Source: an optimization exercise on an open RTL-to-GDS flow (aim: small area). Production flows keep margins and buffers that such runs may drop. Function was checked by simulation only, so behaviour that the tests miss may differ from the original. The flow treats the clock pin as an ideal source, which a real chip does not have. Power and IR drop assume default switching activity.

## flow/run.sh

```bash
#!/bin/bash
# Own layout flow: the standard synthesis, then the combinational logic
# between the (unchanged) registers is re-mapped by ABC for area (several
# seeds of ABC's &deepsyn, the smallest result kept), then the standard ORFS
# layout from floorplan to finish, with the ports buffered by the smallest
# buffer and a clock tree of small buffers.
set -euo pipefail
W=$(pwd)
FLOWDIR=$W/flow
RES=$W/orfs/results/${FLOW_PLATFORM}/timelogger/base
LIB=$FLOW_HOME/platforms/${FLOW_PLATFORM}/lib/sky130_fd_sc_hd__tt_025C_1v80.lib

# 1. standard synthesis
bash standard.sh synth > $W/log_1_standard_synth.log 2>&1

# 2. re-map the logic between the registers for area
cp $RES/1_2_yosys.v $W/std_synth.v
DU=$(sed -n '/DONT_USE_CELLS/,/^$/p' $FLOW_HOME/platforms/${FLOW_PLATFORM}/config.mk \
     | grep -o 'sky130_fd_sc_hd__[a-z0-9_]*' | sed 's/^/-dont_use /' | tr '\n' ' ')
C2="balance -l; resub -K 6 -l; rewrite -l; resub -K 6 -N 2 -l; refactor -l; resub -K 8 -l; balance -l; resub -K 8 -N 2 -l; rewrite -l; resub -K 10 -l; rewrite -z -l; resub -K 10 -N 2 -l; balance -l; resub -K 12 -l; refactor -z -l; resub -K 12 -N 2 -l; rewrite -z -l; balance -l"
reopt() {
  local S=$1
  echo "strash; &get -n; &deepsyn -J 100 -T 900 -S $S; &put; $C2; dch -f; amap; strash; dch -f; amap; topo" > $W/area_$S.abc
  cat > $W/reopt_$S.ys <<EOY
read_liberty -ignore_miss_func $LIB
read_verilog $W/std_synth.v
hierarchy -top $FLOW_TOP
setattr -mod -set keep_hierarchy 1 sky130_fd_sc_hd__df*
flatten
hierarchy -top $FLOW_TOP
opt_clean -purge
abc -liberty $LIB $DU -script $W/area_$S.abc
opt_clean -purge
hilomap -singleton -hicell sky130_fd_sc_hd__conb_1 HI -locell sky130_fd_sc_hd__conb_1 LO
splitnets
opt_clean -purge
read_liberty -overwrite -lib $LIB
hierarchy -top $FLOW_TOP
tee -o $W/reopt_$S.stat stat -liberty $LIB
check -assert
write_verilog -noattr -noexpr -nohex -nodec $W/reopt_$S.v
EOY
  yosys -s $W/reopt_$S.ys > $W/log_2_reopt_yosys_$S.log 2>&1 || true
}
SEEDS="0 7 13 21 34 55 77 99 3 11 42 63 70 85 91 100"
n=0
for S in $SEEDS; do
  reopt $S &
  n=$((n+1))
  if (( n % ${NUM_CORES:-4} == 0 )); then wait; fi
done
wait
best=""; besta=""
for S in $SEEDS; do
  [[ -s $W/reopt_$S.v && -s $W/reopt_$S.stat ]] || continue
  a=$(grep -m1 "Chip area for module" $W/reopt_$S.stat | grep -o '[0-9.]*$')
  echo "seed $S area $a" >> $W/log_2_reopt_choice.log
  if [[ -z "$besta" ]] || awk "BEGIN{exit !($a < $besta)}"; then best=$S; besta=$a; fi
done
echo "chosen seed $best area $besta" >> $W/log_2_reopt_choice.log
cp $W/reopt_$best.v $W/reopt.v
cp $W/reopt.v $RES/1_2_yosys.v
rm -f $RES/1_synth.odb $RES/1_synth.sdc

# 3. standard layout from the new netlist
bash standard.sh \
  "BUFFER_PORTS_ARGS=-buffer_cell sky130_fd_sc_hd__buf_1" \
  "CTS_ARGS=-sink_clustering_enable -repair_clock_nets -dont_use_dummy_load -buf_list sky130_fd_sc_hd__clkbuf_4" \
  "POST_CTS_TCL=$FLOWDIR/post_cts.tcl" \
  finish > $W/log_3_standard_layout.log 2>&1
test -f $W/out/final.def
```

## flow/post_cts.tcl

```tcl
estimate_parasitics -placement
set upsized 0
foreach inst [get_cells -filter "ref_name == sky130_fd_sc_hd__clkbuf_4"] {
  if {![string match "clkbuf_*" [get_full_name $inst]]} { continue }
  set out [get_pins -of_objects $inst -filter "direction == output"]
  set net [get_nets -of_objects $out]
  set worst 0
  foreach p [get_pins -of_objects $net -filter "direction == input"] {
    set s [get_property $p slew_max_rise]
    if {$s > $worst} { set worst $s }
  }
  if {$worst > 0.110} {
    puts "post_cts: [get_full_name $inst] sink slew $worst -> clkbuf_8"
    replace_cell $inst sky130_fd_sc_hd__clkbuf_8
    incr upsized
  }
}
puts "post_cts: upsized $upsized clock buffers"
if {$upsized > 0} {
  detailed_placement
  check_placement -verbose
  estimate_parasitics -placement
}
```

## standard.sh

```bash
#!/bin/bash
# synth_recipe.tcl (not shown) runs the flow's synth.tcl, then flattens the netlist and writes it again
# the make line also repeats each setting of config.mk as NAME=value (left out here)
make -C /OpenROAD-flow-scripts/flow DESIGN_CONFIG=/design/flow/config.mk WORK_HOME=/design/flow/orfs CLKGATE_MAP_FILE= SYNTH_SCRIPT=/design/flow/synth_recipe.tcl "${@:-finish}"
```

## config.mk

```make
export PLATFORM = sky130hd
export DESIGN_NAME = timelogger
export DESIGN_NICKNAME = timelogger
export VERILOG_FILES = /design/flow/design.v
export SDC_FILE = /design/flow/constraint.sdc
export NUM_CORES = 4
export LEC_CHECK = 0
export ABC_AREA = 1
export CAP_MARGIN = 20
export CORE_MARGIN = 2
export CORE_UTILIZATION = 65
export PLACE_DENSITY = 0.8
export SLEW_MARGIN = 20
```

## constraint.sdc

```tcl
create_clock -name core_clock -period 12.0 [get_ports {clk}]
set_input_delay 2.4000 -clock core_clock [delete_from_list [all_inputs] [get_ports {clk}]]
set_output_delay 2.4000 -clock core_clock [all_outputs]
set_load 0.01 [all_outputs]
```

## design.v

```verilog
module timelogger
 (
  rst,
  clk,
  sw,
  rw,
  rs,
  en,
  data,
  key1,key2,key3,key4,
  HEX0,HEX1,HEX2,HEX3,
  Led_out,
  Led_Out1,
  RST_CLK1,RST_CLK2,
  SW2,SW3,
  HEX4,HEX5,HEX6,HEX7
 );
 input clk,rst,sw;
 input key1,key2,key3,key4;
 output rs,en,rw;
 output [7:0] data;
 output [6:0] HEX0;
 output [6:0] HEX1;
 output [6:0] HEX2;
 output [6:0] HEX3;
 output Led_out,Led_Out1;
 input RST_CLK1,RST_CLK2;
 input SW2,SW3;
 output [6:0] HEX4;
 output [6:0] HEX5;
 output [6:0] HEX6;
 output [6:0] HEX7;
 reg [8:0] cnt;
 wire cnt_wrap = cnt[8] & cnt[7] & (&cnt[3:0]);               
 always @(posedge clk or negedge rst)
  if (!rst) cnt <= 9'd0;
  else cnt <= cnt_wrap ? 9'd0 : cnt + 9'd1;
 wire lcd_tick = ~cnt[1] & cnt[0];                             
 wire key_ph   = (cnt[2:0] == 3'd1);                           
 wire smp_ph   = (cnt[2:0] == 3'd7);                           
 wire dtick    = (cnt[8:3] == 6'd25) & (cnt[2:0] == 3'd0);
 reg [6:0] cnt2;
 always @(posedge clk or negedge rst)
  if (!rst) cnt2 <= 7'd0;
  else cnt2 <= (cnt2[6] & cnt2[4]) ? 7'd0 : cnt2 + 7'd1;
 wire scan_flag = cnt[0] ^ cnt2[0];
 wire scan_prev = ~cnt2[0] & (|cnt2[6:1]);
 reg k1_sn, k2_sn, k3_sn, k1_e, k2_e, k3_e;
 always @(posedge clk or negedge rst)
  if (!rst) begin
   k1_sn <= 1'b0; k2_sn <= 1'b0; k3_sn <= 1'b0;
   k1_e <= 1'b0; k2_e <= 1'b0; k3_e <= 1'b0;
  end else if (smp_ph) begin
   k1_sn <= ~key1; k2_sn <= ~key2; k3_sn <= ~key3;
   k1_e <= ~k1_sn & ~key1; k2_e <= ~k2_sn & ~key2; k3_e <= ~k3_sn & ~key3;
  end
 wire p1 = key_ph & k1_e;
 wire p2 = key_ph & k2_e;
 wire p3 = key_ph & k3_e;
 reg [3:0] flag;
 always @(posedge clk or negedge rst)
  if (!rst) flag <= 4'd0;
  else if (p1) flag <= flag[3] ? 4'd0 : flag + 4'd1;
 wire m0 = (flag == 4'd0);
 wire m2 = (flag == 4'd2);
 wire m3 = (flag == 4'd3);
 wire m4 = (flag == 4'd4);
 wire m5 = (flag == 4'd5);
 wire m6 = (flag == 4'd6);
 wire m7 = (flag == 4'd7);
 wire m8 = (flag == 4'd8);
 reg [5:0] c1hi;
 reg c1off;
 wire c1lo7 = c1off ? (cnt[2:0] == 3'd1) : (cnt[2:0] == 3'd7);
 wire c1hi49 = (c1hi[5] & c1hi[4] & c1hi[0]);                 
 always @(posedge clk or negedge rst)
  if (!rst) begin
   c1hi <= 6'd0; c1off <= 1'b0;
  end else if (!m0) begin
   c1hi <= 6'd0; c1off <= 1'b1;
  end else if (c1lo7)
   c1hi <= c1hi49 ? 6'd0 : c1hi + 6'd1;
 wire sec = m0 & c1lo7 & c1hi49;
 reg [2:0] st_; reg [3:0] su;    
 reg [2:0] ft; reg [3:0] fu;     
 reg [1:0] ht; reg [3:0] hu;     
 wire s59 = (st_ == 3'd5) & (su == 4'd9);
 wire f59 = (ft == 3'd5) & (fu == 4'd9);
 wire h23 = (ht == 2'd2) & (hu == 4'd3);
 wire s00 = (st_ == 3'd0) & (su == 4'd0);
 wire f00 = (ft == 3'd0) & (fu == 4'd0);
 wire h00 = (ht == 2'd0) & (hu == 4'd0);
 wire [6:0] s_inc = s59 ? 7'd0 : (su == 4'd9) ? {st_ + 3'd1, 4'd0} : {st_, su + 4'd1};
 wire [6:0] s_dec = s00 ? {3'd5, 4'd9} : (su == 4'd0) ? {st_ - 3'd1, 4'd9} : {st_, su - 4'd1};
 wire [6:0] f_inc = f59 ? 7'd0 : (fu == 4'd9) ? {ft + 3'd1, 4'd0} : {ft, fu + 4'd1};
 wire [6:0] f_dec = f00 ? {3'd5, 4'd9} : (fu == 4'd0) ? {ft - 3'd1, 4'd9} : {ft, fu - 4'd1};
 wire [5:0] h_inc = h23 ? 6'd0 : (hu == 4'd9) ? {ht + 2'd1, 4'd0} : {ht, hu + 4'd1};
 wire [5:0] h_dec = h00 ? {2'd2, 4'd3} : (hu == 4'd0) ? {ht - 2'd1, 4'd9} : {ht, hu - 4'd1};
 wire up = p2 & ~p3;
 wire s_up = sec | (m8 & up);
 wire s_dn = m8 & p3;
 wire f_up = (sec & s59) | (m7 & up);
 wire f_dn = m7 & p3;
 wire h_up = (sec & s59 & f59) | (m6 & up);
 wire h_dn = m6 & p3;
 wire day = sec & s59 & f59 & h23;
 always @(posedge clk or negedge rst)
  if (!rst) begin
   st_ <= 3'd0; su <= 4'd0; ft <= 3'd0; fu <= 4'd0; ht <= 2'd0; hu <= 4'd0;
  end else begin
   if (s_dn) {st_, su} <= s_dec; else if (s_up) {st_, su} <= s_inc;
   if (f_dn) {ft, fu} <= f_dec; else if (f_up) {ft, fu} <= f_inc;
   if (h_dn) {ht, hu} <= h_dec; else if (h_up) {ht, hu} <= h_inc;
  end
 reg [4:0] dt_q; reg [3:0] du_q;     
 reg [3:0] month_q;                  
 reg [3:0] y3_q, y2, y1_q, y0;       
 reg [3:0] week_q;
 wire [4:0] dt = dt_q ^ 5'd1;
 wire [3:0] du = du_q ^ 4'd1;
 wire [3:0] month = month_q ^ 4'd7;
 wire [3:0] y3 = y3_q ^ 4'd2;
 wire [3:0] y1 = y1_q ^ 4'd2;
 wire [3:0] week = week_q ^ 4'd5;
 wire leap4   = ~y0[0] & ~(y0[1] ^ y1[0]);
 wire y00     = (y1 == 4'd0) & (y0 == 4'd0);
 wire leap400 = ~y2[0] & ~(y2[1] ^ y3[0]);
 wire leap    = y00 ? leap400 : leap4;
 wire mon30   = (month == 4'd4) | (month == 4'd6) | (month == 4'd9) | (month == 4'd11);
 wire mon2    = (month == 4'd2);
 wire [4:0] dft = 5'd2 | {4'd0, ~mon2};                       
 wire [3:0] dfu = mon2 ? (leap ? 4'd8 : 4'd7) : (mon30 ? 4'd0 : 4'd1);
 wire d_eq = (dt == dft) & (du == dfu);
 wire d00  = (dt == 5'd0) & (du == 4'd0);
 wire [8:0] d_inc = ((dt == 5'd25) & (du == 4'd5)) ? 9'd0 :
                    (du == 4'd9) ? {dt + 5'd1, 4'd0} : {dt, du + 4'd1};
 wire [8:0] d_dec = (du == 4'd0) ? {dt - 5'd1, 4'd9} : {dt, du - 4'd1};
 wire m12 = (month == 4'd12);
 wire mon_roll = day & d_eq;
 wire [3:0] mon_inc = month + 4'd1;
 wire [3:0] y0i = (y0 == 4'd9) ? 4'd0 : y0 + 4'd1;
 wire [3:0] y1i = (y1 == 4'd9) ? 4'd0 : y1 + 4'd1;
 wire [3:0] y2i = (y2 == 4'd9) ? 4'd0 : y2 + 4'd1;
 wire [3:0] y3i = (y3 == 4'd9) ? 4'd0 : y3 + 4'd1;
 wire c0 = (y0 == 4'd9), c1 = c0 & (y1 == 4'd9), c2 = c1 & (y2 == 4'd9);
 wire [3:0] y0d = (y0 == 4'd0) ? 4'd9 : y0 - 4'd1;
 wire [3:0] y1d = (y1 == 4'd0) ? 4'd9 : y1 - 4'd1;
 wire [3:0] y2d = (y2 == 4'd0) ? 4'd9 : y2 - 4'd1;
 wire [3:0] y3d = (y3 == 4'd0) ? 4'd9 : y3 - 4'd1;
 wire b0 = (y0 == 4'd0), b1 = b0 & (y1 == 4'd0), b2 = b1 & (y2 == 4'd0);
 wire y_up = (mon_roll & m12) | (m2 & up);
 wire y_dn = m2 & p3;
 reg [4:0] dt_n; reg [3:0] du_n, month_n, y3_n, y2_n, y1_n, y0_n, week_n;
 always @* begin
  {dt_n, du_n} = {dt, du}; week_n = week; month_n = month;
  {y3_n, y2_n, y1_n, y0_n} = {y3, y2, y1, y0};
  if (day) {dt_n, du_n} = d_eq ? 9'd1 : d_inc;
  else if (m4 & p3) {dt_n, du_n} = d00 ? {dft, dfu} : d_dec;
  else if (m4 & p2) {dt_n, du_n} = d_eq ? 9'd0 : d_inc;
  if (day) week_n = (week == 4'd6) ? 4'd1 : week + 4'd1;
  else if (m5 & p3) week_n = (week == 4'd0) ? 4'd7 : week - 4'd1;
  else if (m5 & p2) week_n = (week == 4'd6) ? 4'd0 : week + 4'd1;
  if (mon_roll) month_n = m12 ? 4'd1 : mon_inc;
  else if (m3 & p3) month_n = (month == 4'd0) ? 4'd12 : month - 4'd1;
  else if (m3 & p2) month_n = m12 ? 4'd0 : mon_inc;
  if (y_dn) begin
   y0_n = y0d;
   if (b0) y1_n = y1d;
   if (b1) y2_n = y2d;
   if (b2) y3_n = y3d;
  end else if (y_up) begin
   y0_n = y0i;
   if (c0) y1_n = y1i;
   if (c1) y2_n = y2i;
   if (c2) y3_n = y3i;
  end
 end
 always @(posedge clk or negedge rst)
  if (!rst) begin
   dt_q <= 5'd0; du_q <= 4'd0; month_q <= 4'd0;
   y3_q <= 4'd0; y2 <= 4'd0; y1_q <= 4'd0; y0 <= 4'd0;
   week_q <= 4'd0;
  end else begin
   dt_q <= dt_n ^ 5'd1; du_q <= du_n ^ 4'd1; month_q <= month_n ^ 4'd7;
   y3_q <= y3_n ^ 4'd2; y2 <= y2_n; y1_q <= y1_n ^ 4'd2; y0 <= y0_n;
   week_q <= week_n ^ 4'd5;
  end
 reg wk_blank;
 wire wk_named = ~week[3] & ~(week[2] & week[1] & week[0]);
 always @(posedge clk)
  wk_blank <= (m5 & ~scan_flag) | (~wk_named & wk_blank);
 reg [5:0] lst;
 reg [6:0] data_q;    
 wire lD = lst[4];
 wire lL = lst[5];
 wire [3:0] lp = lst[3:0];
 assign rs = lD ? (|lp) : lp[3];
 always @(posedge clk or negedge rst)
  if (!rst) lst <= 6'd0;
  else if (lcd_tick) begin
   if (lD)
    lst <= (&lp) ? {1'b1, 1'b0, 3'b100, lL} : lst + 6'd1;
   else if (lL)
    lst <= lp[0] ? 6'b001100 : 6'b110000;
   else if (lp[2])
    lst <= 6'b010000;
   else
    lst <= lst + 6'd1;
  end
 reg [4:0] dg;       
 reg       dgb;      
 always @* begin
  dg = 5'd0; dgb = 1'b0;
  case ({lL, lp})
   5'h00: begin dg = {1'b0, y3}; dgb = m2; end
   5'h01: begin dg = {1'b0, y2}; dgb = m2; end
   5'h02: begin dg = {1'b0, y1}; dgb = m2; end
   5'h03: begin dg = {1'b0, y0}; dgb = m2; end
   5'h05: begin dg = {4'd0, month[3] & (month[2] | month[1])}; dgb = m3; end
   5'h06: begin dg = (month[3] & (month[2] | month[1])) ? {3'd0, month[2], month[0]} : {1'b0, month}; dgb = m3; end
   5'h08: begin dg = dt; dgb = m4; end
   5'h09: begin dg = {1'b0, du}; dgb = m4; end
   5'h16: begin dg = {3'd0, ht}; dgb = m6; end
   5'h17: begin dg = {1'b0, hu}; dgb = m6; end
   5'h19: begin dg = {2'd0, ft}; dgb = m7; end
   5'h1a: begin dg = {1'b0, fu}; dgb = m7; end
   5'h1c: begin dg = {2'd0, st_}; dgb = m8; end
   5'h1d: begin dg = {1'b0, su}; dgb = m8; end
   default: ;
  endcase
 end
 wire [7:0] dchar = (dgb & ~scan_prev) ? 8'h14 : {1'b0, dg[4], ~dg[4], ~dg[4], dg[3:0]};
 wire [2:0] wn = wk_named ? week[2:0] : 3'd0;
 reg [7:0] n1, n2, n3;
 always @* begin
  case (wn)
   3'd0: begin n1 = "M"; n2 = "o"; n3 = "n"; end
   3'd1: begin n1 = "T"; n2 = "u"; n3 = "e"; end
   3'd2: begin n1 = "W"; n2 = "e"; n3 = "d"; end
   3'd3: begin n1 = "T"; n2 = "h"; n3 = "u"; end
   3'd4: begin n1 = "F"; n2 = "r"; n3 = "i"; end
   3'd5: begin n1 = "S"; n2 = "a"; n3 = "t"; end
   default: begin n1 = "S"; n2 = "u"; n3 = "n"; end
  endcase
 end
 reg [7:0] ch;
 always @* begin
  if (lD) begin
   case ({lL, lp})
    5'h04, 5'h07, 5'h18, 5'h1b: ch = "-";
    5'h0c: ch = wk_blank ? 8'h14 : n1;
    5'h0d: ch = wk_blank ? 8'h14 : n2;
    5'h0e: ch = wk_blank ? 8'h14 : n3;
    5'h0a, 5'h0b, 5'h0f, 5'h1e, 5'h1f: ch = " ";
    5'h10: ch = "C";
    5'h11: ch = "l";
    5'h12: ch = "o";
    5'h13: ch = "c";
    5'h14: ch = "k";
    5'h15: ch = ":";
    default: ch = dchar;
   endcase
  end else begin
   case ({lL, lp})
    5'h00: ch = 8'h38;
    5'h01: ch = 8'h0e;
    5'h02: ch = 8'h06;
    5'h03: ch = 8'h01;
    5'h10, 5'h11, 5'h18: ch = 8'hC0;
    default: ch = 8'h80;
   endcase
  end
 end
 always @(posedge clk or negedge rst)
  if (!rst) data_q <= 7'h00;
  else if (lcd_tick & ~(lL & ~lD & lp[0])) data_q <= ch[6:0];
 assign data = {lD & (lp == 4'd0), data_q};
 assign en = cnt[1];
 assign rw = 1'b0;
 reg Led_out;
 always @(posedge clk or negedge rst)
  if (!rst) Led_out <= 1'b0;
  else Led_out <= f00 & (st_ == 3'd0) & (su[3:2] == 2'd0) & ~(su[1] & su[0]);
 reg kd1n, kd2n;     
 reg swd;            
 reg st1;            
 reg [3:0] wsl, wml; reg [2:0] wsh, wmh;
 always @(posedge clk or negedge rst)
  if (!rst) begin kd1n <= 1'b0; kd2n <= 1'b0; end
  else begin kd1n <= ~key4; kd2n <= kd1n; end
 always @(posedge clk) swd <= sw;
 wire w_s9 = (wsl == 4'd9), w_s59 = w_s9 & (wsh == 3'd5);
 wire w_m9 = (wml == 4'd9);
 always @(posedge clk or negedge rst)
  if (!rst) begin
   st1 <= 1'b0; wsl <= 4'd0; wsh <= 3'd0; wml <= 4'd0; wmh <= 3'd0;
  end else if (!swd) begin
   st1 <= 1'b0; wsl <= 4'd0; wsh <= 3'd0; wml <= 4'd0; wmh <= 3'd0;
  end else begin
   if (~kd2n & kd1n) st1 <= ~st1;
   if (dtick & ~st1) begin
    wsl <= w_s9 ? 4'd0 : wsl + 4'd1;
    if (w_s9) wsh <= (wsh == 3'd5) ? 3'd0 : wsh + 3'd1;
    if (w_s59) wml <= w_m9 ? 4'd0 : wml + 4'd1;
    if (w_s59 & w_m9) wmh <= (wmh == 3'd5) ? 3'd0 : wmh + 3'd1;
   end
  end
 reg r1d, r2d, s2d, s3d;
 always @(posedge clk) begin r1d <= RST_CLK1; r2d <= RST_CLK2; s2d <= SW2; s3d <= SW3; end
 reg [3:0] aml, ahl; reg [2:0] amh; reg [1:0] ahh;
 wire a_m9 = (aml == 4'd9);
 wire a_h9 = (ahl == 4'd9);
 wire a_h23 = (ahl == 4'd3) & (ahh == 2'd2);
 wire [3:0] aml_n = !r1d ? 4'd0 : (dtick & ~s2d) ? (a_m9 ? 4'd0 : aml + 4'd1) : aml;
 wire [2:0] amh_n = !r1d ? 3'd0 : (dtick & ~s2d & a_m9) ? ((amh == 3'd5) ? 3'd0 : amh + 3'd1) : amh;
 wire [3:0] ahl_n = !r2d ? 4'd0 : (dtick & ~s3d) ? ((a_h9 | a_h23) ? 4'd0 : ahl + 4'd1) : ahl;
 wire [1:0] ahh_n = !r2d ? 2'd0 : (dtick & ~s3d) ? (a_h9 ? ahh + 2'd1 : a_h23 ? 2'd0 : ahh) : ahh;
 always @(posedge clk or negedge rst)
  if (!rst) begin
   aml <= 4'd0; amh <= 3'd0; ahl <= 4'd0; ahh <= 2'd0;
  end else begin
   aml <= aml_n; amh <= amh_n; ahl <= ahl_n; ahh <= ahh_n;
  end
 reg Led_Out1;
 always @(posedge clk or negedge rst)
  if (!rst) Led_Out1 <= 1'b0;
  else Led_Out1 <= (aml_n == fu) & (amh_n == ft) & (ahl_n == hu) & (ahh_n == ht);
 function [6:0] seg;
  input [3:0] v;
  case (v)
   4'd0: seg = 7'b1000000;
   4'd1: seg = 7'b1111001;
   4'd2: seg = 7'b0100100;
   4'd3: seg = 7'b0110000;
   4'd4: seg = 7'b0011001;
   4'd5: seg = 7'b0010010;
   4'd6: seg = 7'b0000010;
   4'd7: seg = 7'b1111000;
   4'd8: seg = 7'b0000000;
   4'd9: seg = 7'b0010000;
   4'd10, 4'd12, 4'd14: seg = 7'b0000000;    
   default: seg = 7'b0010000;                
  endcase
 endfunction
 function [6:0] seg6;
  input [2:0] v;
  case (v)
   3'd0: seg6 = 7'b1000000;
   3'd1: seg6 = 7'b1111001;
   3'd2: seg6 = 7'b0100100;
   3'd3: seg6 = 7'b0110000;
   3'd4: seg6 = 7'b0011001;
   3'd5: seg6 = 7'b0010010;
   default: seg6 = 7'b1000000;
  endcase
 endfunction
 assign HEX0 = seg(wsl);
 assign HEX1 = seg6(wsh);
 assign HEX2 = seg(wml);
 assign HEX3 = seg6(wmh);
 assign HEX4 = seg(aml);
 assign HEX5 = seg6(amh);
 assign HEX6 = seg(ahl);
 assign HEX7 = seg({2'b0, ahh});
endmodule
```

==> reports/qor.yml, run 1 <==
outcome:
  status: "complete, no violations"
setup_path:
  critPathLaunchType: "flop"
  cp_slowest_stage_delay_ps: 450
  rrSetupSlack_ps: 6280
  crit_path_end_kind: "flop"
  cp_max_fo: 8
  rr_startpoint: "cnt[0]"
  arrival_ps: 6040
  critPathRequiredTime_ps: 12320
  crit_type: "flop to flop"
  worstRegToRegCells: 27
  timing.critical_path.mode_cell: "nand2_1"
  slowest_stage: "or4_1"
  r2r-end: "y3_q[3]"
logic_synthesis:
  synth_cells: 1077
  syn_area_um2: 8010
  ys_warn_count: 1
  syn_avg_cell_area_um2: 7.44
timing:
  slew_headroom_pct: 33.9
  fin_crit_sh_pct: 47.7
  drv_slew: 0
  worst_pin_slew_ps: 988
  setup_violations: 0
  skew_ps: 42.2
  tns_ps: 0
  fmax_mhz: 175
  rsz0062_at_grt: "no"
  hold_viol_final: 0
  min_period_ps: 5720
clock_tree:
  clock_latency_ps: 440
  clk_pin_slew_worst_paths_ps: 100
  clock-sinks: 137
  cts_tree: "yes"
floorplan:
  fp.dieW_um: 115
  die_area_um2: 13200
  rows: 40
  ios: 80
  start_util_pct: 66.7
  dieHeight_um: 115
  fp.coreArea_um2: 12000
placed_design:
  place_inst: 1302
  gp_congestion: 0.978
  dpl.hpwl_mm: 15.4
  port_buffers: 77
drt:
  via_per_inst: 6.18
  vias: 8155
  avgRoutedWirePerCell_um: 15.3
  drtIter0Drc: 676
  drt_drc_violations_left: 0
  dr.pass1.iters: 7
  wl_mm: 20.2
  ant_nets: 0
worst_hold_path:
  hp-class: "flop to flop"
  min_path_cells: 0
  hold_path_end: "kd2n"
  worstHoldStart: "kd1n"
global_routing:
  first_global_vias: 7079
  grt_pass1_wl_mm: 32.9
  grt_max_degree: 82
  track_usage_pct: 31.4
  grt-ovfl-total: 0
  antenna_found_initial: 0
final_layout:
  fillers: 1040
  layout_common_cells: "225 x nor2_1, 181 x clkinv_1, 131 x dfrtp_1"
  syn2layout_area_growth_pct: 7.84
  multiInputGateArea_um2: 3940
  antennaDiodeCount: 0
  final_nets: 1185
  fin_cells: 1319
  drive_above_1_share_pct: 1.62
  final_common_cell: "nor2_1"
  regArea_um2: 3400
run:
  cap_violations: 0
pwr:
  vdd_ir_drop_max_v: 0.0000741
  leakage_uw: 0.00340
  power_density_nw_per_um2: 90.7
  power.total_uw: 784
-- critical path: cells and delay by family (launching register included) --
family	cells	cell delay [ps]
and+or+nand+nor	19	4010
buffers and inverters	4	560
DFF	1	390
AOI/OAI and AO/OA	4	690
-- layout make-up --
cell class                 instances  share of cell area [%]
clock buffer                      17                    1.62
multi-input combinational        759                    45.5
inverter                         181                    7.86
tap                              147                    2.13
sequential                       137                    39.3
timing repair buffer              78                    3.52
-- where the power goes --
part	total, uW	switching, uW	internal (uW)
clock network	213	140	72.8
registers	489	13.9	475
logic	82.4	56.2	26.2
total	784	210	574
-- per-layer routing --
layer  vias to the layer above  wire [um]  GRT usage [%]
met3                        50       1670           9.17
met5                         -          0              0
met4                         0        498           10.5
met1                      3745       8960           42.1
met2                       357       9020           49.4
li1                       4003          -              -
-- per-stage QoR --
step / area, um2 / hold WS, ps / worst slack [ps] / util, %
finish: 8640 / 385 / 6280 / 71.9
global route: 8640 / 405 / 5650 / 71.9
detailed placement: 8500 / 368 / 6370 / 70.7
global placement: 8500 / 363 / 6640 / 70.7
floorplan: 8020 / 347 / 7250 / -
-- sequential cells by signal, summed over array words and instances, names as in the netlist, 6 cells and up, named ones only --
name    count
cnt         9
data_q      7
cnt2        7
c1hi        6
lst         6
-- worst max-delay path by stage --
stage	startpoint	to
after global routing	cnt[0]	y3_q[3]
after global placement	cnt[0]	y3_q[3]
after floorplan	cnt[0]	y3_q[3]
after detailed placement	cnt[0]	y3_q[3]
final	cnt[0]	y3_q[3]
==> inputs of run 2 (changes only) <==
--- a/design.v
+++ b/design.v
@@ -117,10 +117,10 @@
  reg [3:0] y3_q, y2, y1_q, y0;       
  reg [3:0] week_q;
- wire [4:0] dt = dt_q ^ 5'd1;
- wire [3:0] du = du_q ^ 4'd1;
- wire [3:0] month = month_q ^ 4'd7;
- wire [3:0] y3 = y3_q ^ 4'd2;
- wire [3:0] y1 = y1_q ^ 4'd2;
- wire [3:0] week = week_q ^ 4'd5;
+ wire [4:0] dt = dt_q;
+ wire [3:0] du = du_q;
+ wire [3:0] month = month_q;
+ wire [3:0] y3 = y3_q;
+ wire [3:0] y1 = y1_q;
+ wire [3:0] week = week_q;
  wire leap4   = ~y0[0] & ~(y0[1] ^ y1[0]);
  wire y00     = (y1 == 4'd0) & (y0 == 4'd0);
@@ -178,11 +178,11 @@
  always @(posedge clk or negedge rst)
   if (!rst) begin
-   dt_q <= 5'd0; du_q <= 4'd0; month_q <= 4'd0;
-   y3_q <= 4'd0; y2 <= 4'd0; y1_q <= 4'd0; y0 <= 4'd0;
-   week_q <= 4'd0;
+   dt_q <= 5'd1; du_q <= 4'd1; month_q <= 4'd7;
+   y3_q <= 4'd2; y2 <= 4'd0; y1_q <= 4'd2; y0 <= 4'd0;
+   week_q <= 4'd5;
   end else begin
-   dt_q <= dt_n ^ 5'd1; du_q <= du_n ^ 4'd1; month_q <= month_n ^ 4'd7;
-   y3_q <= y3_n ^ 4'd2; y2 <= y2_n; y1_q <= y1_n ^ 4'd2; y0 <= y0_n;
-   week_q <= week_n ^ 4'd5;
+   dt_q <= dt_n; du_q <= du_n; month_q <= month_n;
+   y3_q <= y3_n; y2 <= y2_n; y1_q <= y1_n; y0 <= y0_n;
+   week_q <= week_n;
   end
  reg wk_blank;
==> run 2 against run 1 <==
Combinational power shrank 32%. Clock-buffer cell count unchanged. Worst hold slack got worse by 25 ps. Total power down 4.2%. Clock skew fell by 5.2 ps. Final area down 0.65%. Worst setup slack worse by 830 ps. Global-route usage increased by 0.39 points. Critical path type unchanged. Critical endpoint is now y3_q[2]. Largest power group unchanged.
==> reports/qor.yml, run 2 <==
timing:
  tns_ps: 0
  skew_ps: 37.1
  worst_pin_slew_ps: 998
  drv_slew: 0
  min_period_ps: 6550
  fin_ws_ps: 5450
  fmax_mhz: 153
  setup_violations: 0
  slew_headroom_pct: 33.2
  fin_crit_sh_pct: 54.6
  hold_viol_final: 0
  rsz0062_at_grt: "no"
run:
  cap_violations: 0
setup_path:
  timing.critical_path.mode_cell: "clkinv_1"
  slowest_stage: "a2111oi_0"
  cp_max_fo: 5
  critPathLaunchType: "flop"
  critPathTopFamily: "compound AO/OA/AOI/OAI gates"
  critPathRequiredTime_ps: 12350
  crit_path_end_kind: "flop"
  path_buf_inv: 5
  crit_type: "flop to flop"
  rrSetupSlack_ps: 5450
  crit_chain: "clkinv_1 > nand2_1 > o21ai_0 > nor3_1 > o211ai_1 > a21oi_1 > o22ai_1 > a2111oi_0 > nand2_1 > o22ai_1 > o221ai_1 > clkinv_1 > o21ai_0 > nor2_1 > clkinv_1 > nor3_1 > clkinv_1 > o32ai_1 > clkinv_1 > a2111oi_0 > o221ai_1 > a221oi_1 > nand3_1 > o21ai_0"
  arrival_ps: 6900
  cp_slowest_stage_delay_ps: 710
logic_synthesis:
  synth_cells: 1058
  ys_warn_count: 1
  syn_avg_cell_area_um2: 7.51
  syn_area_um2: 7950
pwr:
  pwr-share-clk_pct: 28.2
  seq_power_share_pct: 64.3
  internal_power_uw: 560
  vdd_ir_drop_max_v: 0.0000932
  power.total_uw: 751
  combinationalPowerShare_pct: 7.5
  power_density_nw_per_um2: 87.4
  power.net_switching_uw: 190
  switching_share_pct: 25.3
  leakage_uw: 0.00330
floorplan:
  dieHeight_um: 115
  fp.coreArea_um2: 12000
  die_area_um2: 13100
  rows: 40
  ios: 80
  start_util_pct: 66.4
  fp.dieW_um: 115
global_routing:
  grt-ovfl-total: 0
  antenna_found_initial: 0
  track_usage_pct: 31.8
  grt_max_degree: 82
  first_global_vias: 7023
  grt_pass1_wl_mm: 33.1
placed_design:
  pre_cts_slack_ps: 5610
  gp_congestion: 0.993
  dpl.hpwl_mm: 15.3
  port_buffers: 77
final_layout:
  final_nets: 1167
  fillers: 1020
  antennaDiodeCount: 0
  largest_reg_flops: 9
  layout_common_cells: "213 x nor2_1, 183 x clkinv_1, 122 x dfrtp_1"
  largestRegisters: "cnt: 9 flops, cnt2: 7 flops, data_q: 7 flops"
  syn2layout_area_growth_pct: 8.01
  final_common_cell: "nor2_1"
  regMostFlops: "cnt"
  drive_above_1_share_pct: 2.51
drt:
  vias: 8002
  wl_mm: 20.0
  drt_drc_violations_left: 0
  avgRoutedWirePerCell_um: 15.4
  drtIter0Drc: 821
  via_per_inst: 6.15
  dr.pass1.iters: 5
  ant_nets: 0
clock_tree:
  cts_tree: "yes"
  clk_pin_slew_worst_paths_ps: 110
  clock_latency_ps: 450
  clock-sinks: 137
worst_hold_path:
  hp-class: "flop to flop"
outcome:
  status: "complete, no violations"
-- run 2: layer usage --
layer  vias to the layer above  track usage, %  share of wire, %
met4                         0            12.4               2.9
met1                      3597            44.9                46
met2                       380            48.8                44
met5                         -               0                 0
li1                       3950               -                 -
met3                        75            5.98               7.2
-- run 2: layout make-up --
class                      count  area (um2)  share of cell area, %
clock buffer                  17         140                   1.63
inverter                     183         687                   8.00
multi-input combinational    738        3850                   44.9
sequential                   137        3410                   39.7
tap                          147         184                   2.14
timing repair buffer          79         312                   3.63
-- run 2: worst paths after layout --
kind / start / endpoint / depth (start not counted)
worst max-delay path: month_q[2] / y3_q[2] / 24
worst min-delay path: kd1n / kd2n / 0
worst max register to register: month_q[2] / y3_q[2] / 24
worst min register to register: kd1n / kd2n / 0
max in group asynchronous: rst / dt_q[3] / 2
min in group asynchronous: rst / cnt2[4] / 1
-- run 2: power groups by stage --
stage / registers (uW) / logic (uW) / clock network, uW
2_1_floorplan: 490 / 32.5 / 0
3_3_place_gp: 491 / 55.2 / 0
3_5_place_dp: 491 / 55.8 / 0
5_1_grt: 484 / 63.8 / 233
6_report: 483 / 56.4 / 212
-- run 2: worst reg2reg max path: cells and delay by family (launching register included) --
| family | cells | cell delay [ps] |
|---|---|---|
| AO/OA/AOI/OAI | 13 | 3940 |
| AND/OR/NAND/NOR | 6 | 1250 |
| buffers and inverters | 5 | 690 |
| flip-flops | 1 | 570 |
-- run 2: per-stage QoR --
stage | hold slack (ps) | utilization, % | instance area, um2 | instances
after global placement | 361 | 70.6 | 8440 | 1284
final | 360 | 71.8 | 8580 | 1301
after global routing | 383 | 71.8 | 8580 | 1301
after detailed placement | 383 | 70.6 | 8440 | 1284
after floorplan | 347 | - | 7950 | 1059
==> inputs of run 3 (changes only) <==
--- a/flow/run.sh
+++ b/flow/run.sh
@@ -21,5 +21,10 @@
 reopt() {
   local S=$1
-  echo "strash; &get -n; &deepsyn -J 100 -T 900 -S $S; &put; $C2; dch -f; amap; strash; dch -f; amap; topo" > $W/area_$S.abc
+  # seeds above 100 use a dc2 pass before &deepsyn (seed S-100)
+  if (( S > 100 )); then
+    echo "strash; dc2; &get -n; &deepsyn -J 100 -T 900 -S $((S-100)); &put; $C2; dch -f; amap; strash; dch -f; amap; topo" > $W/area_$S.abc
+  else
+    echo "strash; &get -n; &deepsyn -J 100 -T 900 -S $S; &put; $C2; dch -f; amap; strash; dch -f; amap; topo" > $W/area_$S.abc
+  fi
   cat > $W/reopt_$S.ys <<EOY
 read_liberty -ignore_miss_func $LIB
@@ -43,5 +48,5 @@
   yosys -s $W/reopt_$S.ys > $W/log_2_reopt_yosys_$S.log 2>&1 || true
 }
-SEEDS="0 7 13 21 34 55 77 99 3 11 42 63 70 85 91 100"
+SEEDS="0 7 13 21 34 55 77 99 3 11 42 63 70 85 91 100 101 107 113 121 134 155 177 199"
 n=0
 for S in $SEEDS; do
==> run 3 against run 2 <==
Still clean on timing, DRC and antenna. Final area is 0.44% lower. Largest cell class unchanged. Core utilization is 0.31 points lower. Register-to-register slack better by 670 ps. Highest routed layer unchanged. Clock-buffer cell count stayed put. Worst setup slack better by 670 ps. Critical path depth is 2 higher. Combinational power is 16% lower. Sequential share of layout area is 0.17 points higher. Sequential power is 1% lower. Total power is 1.5% lower.
==> reports/qor.yml, run 3 <==
final_layout:
  final_nets: 1142
  final_common_cell: "nor2_1"
  largestRegisters: "cnt: 9 flops, cnt2: 7 flops, data_q: 7 flops"
  drive_above_1_share_pct: 2.66
  largest_reg_flops: 9
  layout_common_cells: "214 x nor2_1, 167 x clkinv_1, 122 x dfrtp_1"
  fin_cells: 1276
  regMostFlops: "cnt"
  syn2layout_area_growth_pct: 8.09
  final_area_um2: 8550
  fillers: 1017
  antennaDiodeCount: 0
global_routing:
  track_usage_pct: 32.7
  grt_max_degree: 69
  grt-ovfl-total: 0
  grt_pass1_wl_mm: 33.9
  first_global_vias: 7187
  antenna_found_initial: 0
timing:
  worst_pin_slew_ps: 903
  min_period_ps: 5880
  tns_ps: 0
  slew_headroom_pct: 39.8
  skew_ps: 28.8
  hold_viol_final: 0
  fin_crit_sh_pct: 49.0
  hold_slack_ps: 380
  rsz0062_at_grt: "no"
  drv_slew: 0
  fmax_mhz: 170
  setup_violations: 0
setup_path:
  critPathLaunch: "cnt[0]"
  crit_path_end_kind: "flop"
  rrSetupSlack_ps: 6120
  arrival_ps: 6210
  worstRegToRegCells: 26
  cp_max_fo: 6
  critPathLaunchType: "flop"
  r2r-end: "y3_q[2]"
  rr_startpoint: "cnt[0]"
  crit_type: "flop to flop"
  critPathRequiredTime_ps: 12330
pwr:
  leakage_uw: 0.00335
  seq_power_share_pct: 64.4
  switching_share_pct: 24.9
  combinationalPowerShare_pct: 6.4
  pwr-share-clk_pct: 29.2
  power.net_switching_uw: 184
  vdd_ir_drop_max_v: 0.0000781
  internal_power_uw: 555
  power_density_nw_per_um2: 86.5
floorplan:
  dieHeight_um: 114
  fp.dieW_um: 114
  start_util_pct: 66.1
  fp.coreArea_um2: 12000
  die_area_um2: 13100
  ios: 80
  rows: 40
clock_tree:
  clk_pin_slew_worst_paths_ps: 110
  clock_latency_ps: 440
  clock-sinks: 137
  cts_tree: "yes"
worst_hold_path:
  hold_path_end: "kd2n"
  hp-class: "flop to flop"
  min_path_cells: 0
  worstHoldStart: "kd1n"
placed_design:
  gp_congestion: 1.01
  postPlaceCellArea_um2: 8410
  port_buffers: 77
  place_inst: 1259
  dpl.hpwl_mm: 15.6
logic_synthesis:
  synth_cells: 1032
  ys_warn_count: 1
  syn_avg_cell_area_um2: 7.66
  syn_area_um2: 7910
drt:
  avgRoutedWirePerCell_um: 16.0
  vias: 7950
  wl_mm: 20.4
  dr.pass1.iters: 8
  drtIter0Drc: 647
  ant_nets: 0
  drt_drc_violations_left: 0
  via_per_inst: 6.23
outcome:
  status: "complete, no violations"
run:
  cap_violations: 0
run 3: worst max path at each step:
stage	endpoint	slack, ps
finish	y3_q[2]	6120
global route	y3_q[2]	5290
detailed placement	y3_q[2]	6240
floorplan	y3_q[2]	7250
global placement	y3_q[2]	6580
run 3: per-layer routing:
metal  vias to the layer above  GRT usage [%]  share of wire, %
met5                         -              0                 0
met4                         0           14.1               3.8
met3                        62           7.09               8.1
met2                       360           51.0                44
met1                      3626           44.5                44
li1                       3902              -                 -
run 3: critical path: stages (launching register included):
cell,delay [ps]
dfrtp_1,430
clkinv_1,150
nor2_1,200
clkinv_1,210
nor2_1,160
nand2_1,60
o21ai_0,110
nand4_1,180
nor4_1,350
nand4_1,160
or4_1,420
nand4b_1,280
nor2_1,210
clkinv_1,120
o22ai_1,290
o221ai_1,300
nor2_1,250
o221ai_1,170
clkinv_1,110
nand2_1,70
nor2_1,160
o221ai_1,230
nor2_1,300
o221ai_1,250
nor3_1,250
a21oi_1,90
o32ai_1,260
run 3: power by group through the flow:
| stage | registers, uW | clock network, uW | logic (uW) |
|---|---|---|---|
| 2_1_floorplan | 484 | 0 | 26.9 |
| 3_3_place_gp | 484 | 0 | 46.8 |
| 3_5_place_dp | 485 | 0 | 47.0 |
| 5_1_grt | 477 | 238 | 54.0 |
| 6_report | 476 | 216 | 47.1 |
run 3: area by class of cell:
class | instances | area, um2 | area share [%]
flip-flops and latches | 137 | 3410 | 39.9
well taps | 147 | 184 | 2.15
inverters | 167 | 627 | 7.33
clock buffers | 17 | 140 | 1.64
repair buffers | 80 | 315 | 3.69
multi-input cells | 728 | 3870 | 45.3
run 3: per-stage QoR:
stage          worst slack (ps)  util [%]  power (uW)
2_1_floorplan              7250         -         511
3_3_place_gp               6580      70.3         531
3_5_place_dp               6240      70.3         532
5_1_grt                    5290      71.5         769
6_report                   6120      71.5         739

-- port drivers added, routing unchanged --
The flow's constraints put no driver on any port. The routed layouts listed below were extracted and timed again, unchanged, in two steps. Step 1 (the two cells are an assumption about what drives the block):
set clk [get_ports {clk}]
set_driving_cell -lib_cell sky130_fd_sc_hd__clkbuf_16 $clk
set_driving_cell -lib_cell sky130_fd_sc_hd__buf_2 [delete_from_list [all_inputs] $clk]
Step 2 adds t to the input delays and takes it off the output delays; t is the mean of the earliest and latest rising clock arrival at the registers after step 1. Input paths then give back, and output paths get back, about the clock's delay inside the block. Three values: no drivers, after step 1, after step 2; two values: the first two.
| run | t (ns) | setup slack, ns | worst data-port slew with drivers (ns) |
|---|---|---|---|
| run 1 | 0.462 | 6.281 / 6.281 / 6.281 | 0.03 |
| run 2 | 0.468 | 5.451 / 5.451 / 5.451 | 0.04 |
| run 3 | 0.465 | 6.116 / 6.116 / 6.116 | 0.03 |
After both steps every run listed still meets setup and hold.
